Background: an optimization exercise with open tools, aiming at small area, a short achievable clock period and few clock cycles. Do not read the settings as production practice.
No run shown here included a check of the RTL's function; only the layout flow was run.
Power figures rest on the tool's default switching activity, not on a simulated workload.

==> flow/design.v <==
`timescale 1ns/10ps
module ELA(clk, rst, in_data, data_rd, req, wen, addr, data_wr, done);
	input				clk;
	input				rst;
	input		[7:0]	in_data;
	input		[7:0]	data_rd;
	output				req;
	output	reg			wen;
	output	reg	[9:0]	addr;
	output	reg	[7:0]	data_wr;
	output				done;
	localparam S_RT = 2'd0;
	localparam S_RB = 2'd1;
	localparam S_W  = 2'd2;
	reg			interp, fin, req_r;
	reg	[1:0]	slot;
	reg	[8:0]	g;		 
	reg	[7:0]	tn;		 
	reg	[7:0]	t0, t1, t2, b0, b1, b2;
	reg	[7:0]	d1, d2, d3;
	reg			sel_af, sel_cd;
	assign req  = req_r;
	assign done = fin;
	wire [8:0] p = g - 9'd2;	 
	wire [8:0] g_inc = g + 9'd1;
	wire [3:0] r_inc = g[8:5] + 4'd1;
	function [7:0] absd;
		input [7:0] x, y;
		reg [8:0] u;
		begin
			u = {1'b0, x} - {1'b0, y};
			absd = u[8] ? -u[7:0] : u[7:0];
		end
	endfunction
	always @(posedge clk) begin
		d1 <= absd(t0, b2);
		d2 <= absd(t1, b1);
		d3 <= absd(t2, b0);
	end
	wire edge_col = (g[4:0] == 5'd1) || (g[4:0] == 5'd2);
	wire be = edge_col || (d2 <= d1 && d2 <= d3);
	wire af = d1 <= d3;
	always @(posedge clk) begin
		sel_af <= ~be & af;
		sel_cd <= ~be & ~af;
	end
	wire sel_be = ~sel_af & ~sel_cd;
	wire [7:0] x = ({8{sel_af}} & t0) | ({8{sel_cd}} & t2) | ({8{sel_be}} & t1);
	wire [7:0] y = ({8{sel_af}} & b2) | ({8{sel_cd}} & b0) | ({8{sel_be}} & b1);
	wire [8:0] sum = x + y;
	wire [7:0] avg = sum[8:1];
	always @(posedge clk) begin
		if (!interp)
			data_wr <= in_data;
		else
			data_wr <= avg;
	end
	always @(posedge clk or posedge rst) begin
		if (rst) begin
			interp <= 1'b0;
			req_r <= 1'b1;
			fin <= 1'b0;
			slot <= S_W;
			g <= 9'd0;
			wen <= 1'b0;
		end else if (fin) begin
			wen <= 1'b0;
		end else if (!interp) begin
			wen <= 1'b1;
			g <= g_inc;
			if (&g) begin
				interp <= 1'b1;
				req_r <= 1'b0;
			end
		end else begin
			case (slot)
				S_RT: begin
					slot <= S_RB;
					wen <= 1'b0;
				end
				S_RB: begin
					slot <= S_W;
					g <= g_inc;
					wen <= ~(&p[8:1]);
					if (p == 9'd479)
						fin <= 1'b1;
				end
				default: begin
					slot <= S_RT;
					wen <= 1'b0;
				end
			endcase
		end
	end
	always @(posedge clk) begin
		if (!interp || slot == S_W)
			addr <= {g[8:5], 1'b0, g[4:0]};
		else if (slot == S_RT)
			addr <= {r_inc, 1'b0, g[4:0]};
		else
			addr <= {p[8:5], 1'b1, p[4:0]};
	end
	always @(posedge clk) begin
		tn <= data_rd;
		if (interp && slot == S_RB) begin
			t0 <= t1; t1 <= t2; t2 <= tn;
			b0 <= b1; b1 <= b2; b2 <= data_rd;
		end
	end
endmodule
==> flow/flow/run.sh <==
#!/bin/bash
# Layout flow: the standard ORFS flow, with two changes:
#  - synthesis does not extract full/half adder cells (ADDER_MAP_FILE empty),
#    so ABC maps all of the arithmetic itself;
#  - the port buffers are sky130_fd_sc_hd__buf_2 cells.
set -euo pipefail
bash standard.sh ADDER_MAP_FILE= \
  "BUFFER_PORTS_ARGS=-buffer_cell sky130_fd_sc_hd__buf_2" \
  finish > make_finish.log 2>&1
==> flow/standard.sh <==
#!/bin/bash
# synth_recipe.tcl (not shown) runs the flow's synth.tcl, then flattens the netlist and writes it again
# the make line also repeats each setting of config.mk as NAME=value (left out here)
make -C /OpenROAD-flow-scripts/flow DESIGN_CONFIG=/design/flow/config.mk WORK_HOME=/design/flow/orfs CLKGATE_MAP_FILE= SYNTH_SCRIPT=/design/flow/synth_recipe.tcl "${@:-finish}"
==> flow/config.mk <==
export PLATFORM = sky130hd
export DESIGN_NAME = ELA
export DESIGN_NICKNAME = ELA
export VERILOG_FILES = /design/flow/design.v
export SDC_FILE = /design/flow/constraint.sdc
export NUM_CORES = 8
export LEC_CHECK = 0
export CAP_MARGIN = 20
export CORE_MARGIN = 2
export CORE_UTILIZATION = 40
export CTS_BUF_LIST = sky130_fd_sc_hd__clkbuf_4
export CTS_CLUSTER_DIAMETER = 100
export CTS_CLUSTER_SIZE = 40
export SETUP_SLACK_MARGIN = 4.6
export SLEW_MARGIN = 20
==> flow/constraint.sdc <==
create_clock -name core_clock -period 7.0 [get_ports {clk}]
set_input_delay 1.4000 -clock core_clock [delete_from_list [all_inputs] [get_ports {clk}]]
set_output_delay 1.4000 -clock core_clock [all_outputs]
set_load 0.01 [all_outputs]
==> flow_summary.toml, run 1 <==
[synth]
synthAdderAreaFrac_pct = 5.262
synth_top_area_share_pct = 25.05
ys_ff_latch = 115
synth_xor_area_share_pct = 11.11
netlist_top_cells_area = "edfxtp_1, dfxtp_1, xnor2_1"
synth.most_common_cell = "dfxtp_1"
syn_inst = 555
synth_area_leader_cell = "edfxtp_1"
synthMuxAreaShare_pct = 2.174
synth_simple_gate_area_share_pct = 13.72
synth_top_family_by_area = "compound AO/OA/AOI/OAI gates"
mappedNetlistArea_sq_mm = 0.005754
avgSynthCellArea_sq_um = 10.37
synth-main-ff-cell = "dfxtp_1"
ys_async_sr_fraction_pct = 13.04
yosysUniqueCellTypes = 52
ys_seq_area_share_pct = 49.71
synth-edff-count = 48
synth_compound_area_share_pct = 14.42
ys_warn_count = 1
synth_top_cells_by_count = "dfxtp_1, edfxtp_1, xnor2_1, nor2_1, inv_1"
syn_nets = 573

[die]
dieArea_sq_mm = 0.01536
core-area_sq_mm = 0.01399
rows = 43
io_pins = 39
die_h_um = 123.9
die_x_um = 123.9
start_util_pct = 41.14

[critical_path]
cpPeakStageDelay_ns = 0.56
r2r_end = "d2[2]"
crit_required_ns = 5.60
reg2reg_depth = 9
crit_path_cell_trace = "buf_6"
crit_cells = 1
r2r-start = "t1[0]"
worst-path-buf-inv = 1
critPathCaptureType = "output port"
startpoint_type = "flop"
arrival_ns = 1.19
rrSetupSlack_ns = 4.47
critPathTopFamily = "flip-flops"
critical_path_class = "flop to output port"
slowest_stage = "dfstp_2"
crit_fanout = 2

[sta]
hold_viol = 0
clock.fmax_mhz = 386.0
skew_ns = 0.01713
fin_setup_tns_ns = 0
finalCriticalPeriod_ns = 2.591
worstMarginPinSlew_ns = 0.7669
rsz0062_at_grt = "yes"
slew_violations = 0
setup_viol = 0
period_share_pct = 37.01
relSlewSlack_pct = 48.40

[layout]
nets = 661
fin_area_sq_mm = 0.007093
synthToLayoutAreaGrowth_pct = 23.27
nFillCells = 1290
drive_gt1_share_pct = 28.66

[pwr]
p_leak_nw = 2.831
seqPwrFrac_pct = 56.1
vdd_ir_drop_max_uv = 170.5
clkPwrFrac_pct = 42.8
p_int_w = 0.0009975
p_sw_w = 0.0002527
pwr-share-comb_pct = 1.1
p_per_area_mw_per_mm2 = 176.3
power.switching_fraction_pct = 20.21

[drt]
wl_per_cell_um = 16.46
routed_wirelength_um = 13780
vias = 4460
avgViaCountPerCell = 5.329
drt_iter0_drc = 402
drc = 0
dr.pass1.iters = 5
ant_nets = 0

[grt]
grt_max_degree = 50
grt_pass1_vias = 4206
grt.total_usage_pct = 19.21
grt_remaining_overflow = 0
grt_pass1_wl_um = 21880
grt_antenna_before_repair = 1

[clock_network]
h-tree-depth = 4
clk_latency_ns = 0.54
clk_path_buf_depth = 2
cts_made_buffers = 17
cts_tree = "done"
clock-sinks = 115
cts_hold_buf = 0
cts_root_buf = "clkbuf_4"
clk_pin_slew_ns = 0.10

[placed_design]
hpwlAfterDp_um = 9603
port_buffers = 38
globalplace.congestion = 0.8586
post_dp_cell_area_sq_mm = 0.006120

[worst_hold_path]
min_from = "tn[6]"
hold_end = "t2[6]"
holdPathStages = 0
hold_path_class = "flop to flop"

[status]
status = "finished clean"

[run]
cap_viol_max_count = 0
==> cell type report <==
class	count	area, sq um	area share [%]
multi-input combinational	386	2927	41.26
sequential	115	2873	40.50
timing repair buffer	85	611.8	8.626
tap	180	225.2	3.175
clock inverter	12	161.4	2.276
clock buffer	20	150.1	2.117
inverter	38	142.6	2.011
antenna	1	2.502	0.03528
==> registers in the layout (all words and copies together), names as in the netlist <==
register	cells
slot	2
data_wr	8
wen	1
t2	8
d1	8
t1	8
sel_cd	1
d2	8
b0	8
t0	8
sel_af	1
interp	1
fin	1
req_r	1
tn	8
d3	8
g	9
b1	8
b2	8
addr	10
==> timing repair <==
| item | 4_1_cts | 5_1_grt |
|---|---|---|
| buffers inserted | 31 | 15 |
| pin swaps | 12 | 21 |
| setup endpoints to repair | 46 | 93 |
| resized for setup | 33 | 37 |
==> worst max-delay path by stage <==
stage,from,end
2_1_floorplan,t1[0],d2[4]
3_3_place_gp,sel_af,data_wr[5]
3_5_place_dp,sel_af,data_wr[5]
4_1_cts,req_r,req
5_1_grt,req_r,req
6_report,req_r,req
==> routing by layer <==
layer  share of wire, %  GRT usage [%]  routed length, um  vias up
met3                6.1          4.533                843       31
li1                   -              -                  -     2147
met4                2.7          8.006                372        0
met5                  0              0                  0        -
met1                 45          26.33               6203     2148
met2                 46          29.22               6360      134
==> power by group through the flow <==
stage | registers (W) | logic [W] | clock network (W)
floorplan | 0.000717 | 0.00000321 | 0
detailed placement | 0.000716 | 0.0000132 | 0
global route | 0.000702 | 0.0000156 | 0.000583
global placement | 0.000715 | 0.0000129 | 0
finish | 0.000701 | 0.0000137 | 0.000536
CTS | 0.000701 | 0.0000136 | 0.000547
==> metrics by stage <==
step           total power (W)  util, %  hold WS, ns  std cells  setup slack [ns]
6_report              0.001250    50.71       0.4057        837             4.409
5_1_grt               0.001300    50.71       0.4284        837             4.338
4_1_cts               0.001261    48.63       0.4049        821             4.378
3_5_place_dp         0.0007288    43.75       0.3887        758             4.139
3_3_place_gp         0.0007284    43.75       0.3863        758             4.293
2_1_floorplan        0.0007200        -       0.3855        555             4.643
==> kinds of logic (layout without fill, tap and decap cells) <==
kind of cell | after synthesis | count (layout)
buf+inv | 54 | 155
xor+xnor | 73 | 73
mux | 12 | 12
simple gates | 155 | 155
flops | 115 | 115
fa+ha+maj | 28 | 28
compound gates | 118 | 118
other cells | 0 | 1
==> layout by cell type (no fill, tap or decap), drive strengths merged, types with 15 or more instances in the layout <==
cell type	instances
dfxtp	52
maj3	28
nor2b	22
nor2	40
o21ai	19
nand2b	22
nand3	16
xor2	27
a22o	15
a21oi	32
nand2	30
clkbuf	20
edfxtp	48
buf	85
xnor2	46
inv	40
==> run 2, diff against run 1 <==
--- a/flow/config.mk
+++ b/flow/config.mk
@@ -8,8 +8,8 @@
 export CAP_MARGIN = 20
 export CORE_MARGIN = 2
 export CORE_UTILIZATION = 40
-export CTS_BUF_LIST = sky130_fd_sc_hd__clkbuf_4
+export CTS_BUF_LIST = sky130_fd_sc_hd__clkbuf_8
 export CTS_CLUSTER_DIAMETER = 100
-export CTS_CLUSTER_SIZE = 40
+export CTS_CLUSTER_SIZE = 30
 export SETUP_SLACK_MARGIN = 4.6
 export SLEW_MARGIN = 20
==> run 2 against run 1 <==
  * Area after synthesis did not move
  * Clock skew fell by 0.0091 ns
  * Register-to-register slack barely moved
==> flow_summary.toml, run 2 <==
[layout]
layout_commonest_cell = "dfxtp_1"
regMostFlops = "addr"
synthToLayoutAreaGrowth_pct = 23.48
largest_reg_flops = 10
reg_top3 = "addr (10), g (9)"
diodes = 0
fin_area_sq_mm = 0.007106
layout_common_cells = "dfxtp_1, edfxtp_1, xnor2_1"
drive_gt1_share_pct = 26.49
nets = 658

[sta]
clock.fmax_mhz = 394.1
relSlewSlack_pct = 48.32
worstMarginPinSlew_ns = 0.7681
hold_viol = 0
setup_viol = 0
slew_violations = 0
skew_ns = 0.008006
fin_setup_tns_ns = 0
finalCriticalPeriod_ns = 2.537
hold_ws_ns = 0.3996
rsz0062_at_grt = "yes"
period_share_pct = 36.25

[synth]
ys_async_sr_fraction_pct = 13.04
syn_nets = 573
synth_top_cells_by_count = "dfxtp_1, edfxtp_1, xnor2_1, nor2_1, inv_1"
synth_top_area_share_pct = 25.05
mappedNetlistArea_sq_mm = 0.005754
synth-main-ff-cell = "dfxtp_1"
ys_seq_area_share_pct = 49.71
yosysUniqueCellTypes = 52
netlist_top_cells_area = "edfxtp_1, dfxtp_1, xnor2_1"
synth.most_common_cell = "dfxtp_1"
ys_warn_count = 1
synth-edff-count = 48
synth_area_leader_cell = "edfxtp_1"
avgSynthCellArea_sq_um = 10.37
syn_inst = 555
ys_ff_latch = 115

[worst_hold_path]
hold_path_class = "flop to flop"

[critical_path]
slowest_stage = "edfxtp_1"
crit_top_cell = "maj3_2"
worst-path-buf-inv = 2
arrival_ns = 2.84
critPathTopFamily = "adder cells"
startpoint_type = "flop"
crit_required_ns = 7.31
crit_fanout = 5
cpPeakStageDelay_ns = 0.42
critical_path_class = "flop to flop"
crit_path_cell_trace = "nand2b_4 > maj3_2 > maj3_4 > a41oi_2 > a221o_1 > maj3_2 > buf_4 > buf_6 > o21ai_2 > xnor2_2"
critPathCaptureType = "flop"

[pwr]
p_total_w = 0.001383
p_per_area_mw_per_mm2 = 194.6
p_leak_nw = 2.847
vdd_ir_drop_max_uv = 156.8

[clock_network]
cts_tree = "done"
clk_path_buf_depth = 2
clk_latency_ns = 0.43
clock-sinks = 115
clk_pin_slew_ns = 0.07
cts_root_buf = "clkbuf_8"
cts_made_buffers = 17
h-tree-depth = 4

[die]
rows = 43
die_h_um = 123.9
io_pins = 39
die_x_um = 123.9
dieArea_sq_mm = 0.01536
start_util_pct = 41.14
core-area_sq_mm = 0.01399

[placed_design]
hpwlAfterDp_um = 9603
port_buffers = 38
globalplace.congestion = 0.8586
post_dp_cell_area_sq_mm = 0.006120

[drt]
routed_wirelength_um = 13740
vias = 4411
avgViaCountPerCell = 5.295
drt_iter0_drc = 426
ant_nets = 0
dr.pass1.iters = 6
wl_per_cell_um = 16.49
drc = 0

[run]
cap_viol_max_count = 0

[grt]
grt_remaining_overflow = 0
grt_pass1_wl_um = 21830
grt_antenna_before_repair = 0
grt_max_degree = 50
grt_pass1_vias = 4175
grt.total_usage_pct = 19.13

[status]
status = "finished clean"
## run 2: cell count changes in the layout (fill, tap and decap cells not counted), moves of 3 or more
| cell | before | now |
|---|---|---|
| dfxtp_1 | 43 | 49 |
| inv_1 | 38 | 41 |
| buf_6 | 11 | 6 |
| dfxtp_2 | 9 | 3 |
| clkbuf_4 | 20 | 0 |
| clkbuf_8 | 0 | 20 |
| buf_2 | 32 | 37 |
## run 2: where the power goes
| group | leakage (nW) | internal (W) | total (W) | switching, W |
|---|---|---|---|---|
| combinational | 1.56 | 0.00000610 | 0.0000128 | 0.00000673 |
| sequential | 1.05 | 0.000700 | 0.000701 | 0.00000108 |
| clock | 0.237 | 0.000411 | 0.000669 | 0.000258 |
## run 2: cell families after synthesis
family / count (synthesis) / share of synthesized area (%)
simple gates: 155 / 13.72
mux: 12 / 2.174
buf+inv: 54 / 3.609
flops: 115 / 49.71
fa+ha+maj: 28 / 5.262
xor+xnor: 73 / 11.11
compound gates: 118 / 14.42
## run 2: final cells by class
cell class	count	area, sq um
inverter	38	142.6
clock buffer	20	275.3
fill	1300	6883
sequential	115	2865
clock inverter	12	161.4
multi-input combinational	386	2890
timing repair buffer	82	545.5
tap	180	225.2
## run 2: path summary, 6_finish.rpt
path	endpoint	cells past startpoint	slack (ns)	start
max	d2[6]	10	4.46	t1[0]
min	t2[6]	0	0.40	tn[6]
max reg2reg	d2[6]	10	4.46	t1[0]
min reg2reg	t2[6]	0	0.40	tn[6]
max in group asynchronous	interp	2	5.57	rst
min in group asynchronous	g[4]	2	1.01	rst
## run 2: repair_timing
| action | 4_1_cts | 5_1_grt |
|---|---|---|
| endpoints found under the setup margin | 27 | 74 |
| gates resized for setup | 26 | 26 |
| buffers inserted | 25 | 18 |
| pin swaps | 13 | 20 |
| hold buffers | 0 | 0 |
## run 2: layer usage
layer	vias up	global-route usage [%]	share of wire, %
li1	2136	-	-
met1	2097	25.85	45
met2	152	29.16	46
met3	26	4.670	6.2
met4	0	8.497	2.5
met5	-	0	0
## run 2: stage by stage
stage          cells  setup WS, ns  utilization (%)
3_3_place_gp     758         4.293            43.75
3_5_place_dp     758         4.139            43.75
4_1_cts          815         4.502            49.03
5_1_grt          833         4.400            50.80
2_1_floorplan    555         4.643                -
6_report         833         4.463            50.80

## static timing again, ports no longer ideal
The results above use ideal ports. As a check the final layouts listed here were re-extracted and re-timed, cells and wires unchanged.
Step 1 assumes that a clkbuf_16 drives the clock port and a buf_2 every other input.
Step 2 times the ports against the registers' clock, not the clock port: input delays grow and output delays shrink by t, the midpoint of the rising clock arrivals with the driver on.
Slacks: ideal / step 1 / step 2; pairs: ideal / step 1.
run | shift t [ns] | setup WS [ns] | slew at the worst register clock pin (ns) | pins driven straight from the clock port
run 1 | 0.570 | 4.409 / 4.373 / 4.468 | 0.11 / 0.11 | 1
run 2 | 0.467 | 4.463 / 4.463 / 4.463 | 0.07 / 0.07 | 1
After both steps setup and hold are still met in every run listed.
